Background: an optimization exercise with open tools, aiming at low power. Do not read the settings as production practice.
RTL that was checked went through simulation tests only; none was proved equivalent to the original.
The flow treats the clock pin as an ideal source. Dropping or thinning the clock tree relies on that and would not hold on a real chip.
Power is estimated from default activity; no workload was simulated.

Setup of job 4888:
==> module spi_ram_controller, before the edit <==
module spi_ram_controller #(parameter DATA_WIDTH_BYTES=4, parameter ADDR_BITS=16) (
    input clk,
    input rstn,
    input  spi_miso,
    output spi_select,
    output spi_mosi,
    input [ADDR_BITS-1:0]           addr_in,
    input [DATA_WIDTH_BYTES*8-1:0]  data_in,
    input                           start_read,
    input                           start_write,
    output [DATA_WIDTH_BYTES*8-1:0] data_out,
    output                          busy
);
    reg [5:0] cnt;
    reg writing, miso_buf;
    reg [15:0] addr;
    reg [31:0] data;
    wire busy_w = |cnt[5:3];
    wire go = !busy_w & (start_read | start_write);
    wire addr_ph = cnt[5:4] == 2'b01;
    wire data_ph = cnt[5];
    always @(posedge clk)
        if (!rstn) cnt <= 6'd0;
        else if (go) cnt <= 6'd8;
        else if (busy_w) cnt <= cnt + 6'd1;
        else cnt <= 6'd0;
    wire a_ld = rstn & go;
    wire a_sh = rstn & addr_ph;
    wire a_hd = rstn & !go & !addr_ph;
    always @(posedge clk) begin
        if (!rstn) writing <= 0;
        else if (!busy_w) writing <= start_write;
        addr <= ({16{a_ld}} & addr_in) | ({16{a_sh}} & {addr[14:0], 1'b0}) | ({16{a_hd}} & addr);
    end
    always @(negedge clk) miso_buf <= spi_miso;
    wire d_ld = rstn & !busy_w & start_write;
    wire d_sh = rstn & data_ph;
    wire d_hd = rstn & !(!busy_w & start_write) & !data_ph;
    always @(posedge clk)
        data <= ({32{d_ld}} & data_in) | ({32{d_sh}} & {data[30:0], miso_buf}) | ({32{d_hd}} & data);
    assign busy = busy_w;
    assign spi_select = !busy_w;
    assign data_out = data;
    assign spi_mosi = cnt == 6'd14 || (cnt == 6'd15 && !writing) || (addr_ph & addr[15]) || (data_ph & data[31]);
endmodule
==> flow/config.mk <==
export PLATFORM = sky130hd
export DESIGN_NAME = spi_ram_controller
export DESIGN_NICKNAME = spi_ram_controller
export VERILOG_FILES = /design/flow/design.v
export SDC_FILE = /design/flow/constraint.sdc
export NUM_CORES = 4
export LEC_CHECK = 0
export ABC_AREA = 1
export CAP_MARGIN = 20
export CORE_MARGIN = 2
export CORE_UTILIZATION = 40
export SLEW_MARGIN = 20
==> flow/constraint.sdc <==
create_clock -name core_clock -period 5.0 [get_ports {clk}]
set_input_delay 1.0000 -clock core_clock [delete_from_list [all_inputs] [get_ports {clk}]]
set_output_delay 1.0000 -clock core_clock [all_outputs]
set_load 0.01 [all_outputs]
standard.sh (not shown) runs the stock make flow with config.mk's settings and CLKGATE_MAP_FILE= SYNTH_SCRIPT=/design/flow/synth_recipe.tcl, a recipe that flattens the netlist after the stock synthesis.
==> flow/flow/run.sh <==
#!/bin/bash
# Standard ORFS layout with power-oriented options:
#  - own clock tree: the clock port drives a few buffers, one per cluster of clock sinks
#  - port buffers of the smallest buffer cell
set -euo pipefail
HERE=$(cd "$(dirname "$0")" && pwd)
export PRE_CTS_TCL=$HERE/pre_cts.tcl
export MY_CLK_CLUSTERS=4
export MY_CLK_SLEW_NS=0.115
export BUFFER_PORTS_ARGS="-buffer_cell sky130_fd_sc_hd__buf_1"
bash standard.sh > standard.log 2>&1
Other scripts of this flow, unchanged in this note and not shown: flow/flow/clock_tree.tcl, flow/flow/pre_cts.tcl
Both conditions hold for job 4888: the flow ran to the end and the final layout passed the timing, DRC and antenna checks.
Input changes introduced in job 5500 (baseline for comparison: job 4888):
==> flow/design.v <==
module spi_ram_controller #(parameter DATA_WIDTH_BYTES=4, parameter ADDR_BITS=16) (
    input clk,
    input rstn,
    input  spi_miso,
    output spi_select,
    output spi_mosi,
    input [ADDR_BITS-1:0]           addr_in,
    input [DATA_WIDTH_BYTES*8-1:0]  data_in,
    input                           start_read,
    input                           start_write,
    output [DATA_WIDTH_BYTES*8-1:0] data_out,
    output                          busy
);
    reg [5:0] cnt;
    reg busy_r;
    reg writing, miso_buf;
    reg [15:0] addr;
    reg [31:0] data;
    wire go = !busy_r & (start_read | start_write);
    always @(posedge clk)
        if (!rstn) begin cnt <= 0; busy_r <= 0; end
        else begin
            if (go) begin cnt <= 0; busy_r <= 1; end
            else if (busy_r) begin
                cnt <= cnt + 1;
                if (cnt == 6'd55) busy_r <= 0;
            end
        end
    wire addr_ph = busy_r & (cnt[5:4] == 2'b01 || cnt[5:3] == 3'b001);
    wire data_ph = busy_r & (cnt[5] | (cnt[4] & cnt[3]));
    wire d_ld = rstn & !busy_r & start_write;
    wire d_sh = rstn & data_ph;
    wire d_hd = rstn & !(!busy_r & start_write) & !data_ph;
    always @(posedge clk) begin
        if (!rstn) begin addr <= 0; writing <= 0; end
        else if (go) begin addr <= addr_in; writing <= start_write; end
        else if (addr_ph) addr <= {addr[14:0], 1'b0};
        data <= ({32{d_ld}} & data_in) | ({32{d_sh}} & {data[30:0], miso_buf}) | ({32{d_hd}} & data);
    end
    always @(negedge clk) miso_buf <= spi_miso;
    assign busy = busy_r;
    assign spi_select = !busy_r;
    assign data_out = data;
    assign spi_mosi = (busy_r && (cnt == 6'd6 || (cnt == 6'd7 && !writing))) || (addr_ph & addr[15]) || (data_ph & data[31]);
endmodule
## What came out
The synthesized cell count in job 5500 sits 12% above the value recorded for job 4888. Job 5500 against job 4888: core utilization -1.4 points; global-route wire length before repair +12%; overall die width +6.0 um. Taking job 4888 as the reference, in job 5500 wire length on met2 picked up an extra about 4.4%; area of the multi-input gates climbed about 24%; sequential share of layout area has decreased; routed length per instance shrank by 0.63%. Changes observed in job 5500 relative to job 4888: relative contribution of combinational cells to total power higher; die area higher. Job 5500 vs. job 4888: global-route usage went down 0.63 points; number of cell rows +2. Comparing job 5500 and job 4888, the higher largest net degree at the start of global routing was measured on job 4888.
No functional check of the RTL was part of job 4888. In every run of this note, the design's own scripts or RTL, not TritonCTS, make the clock network.
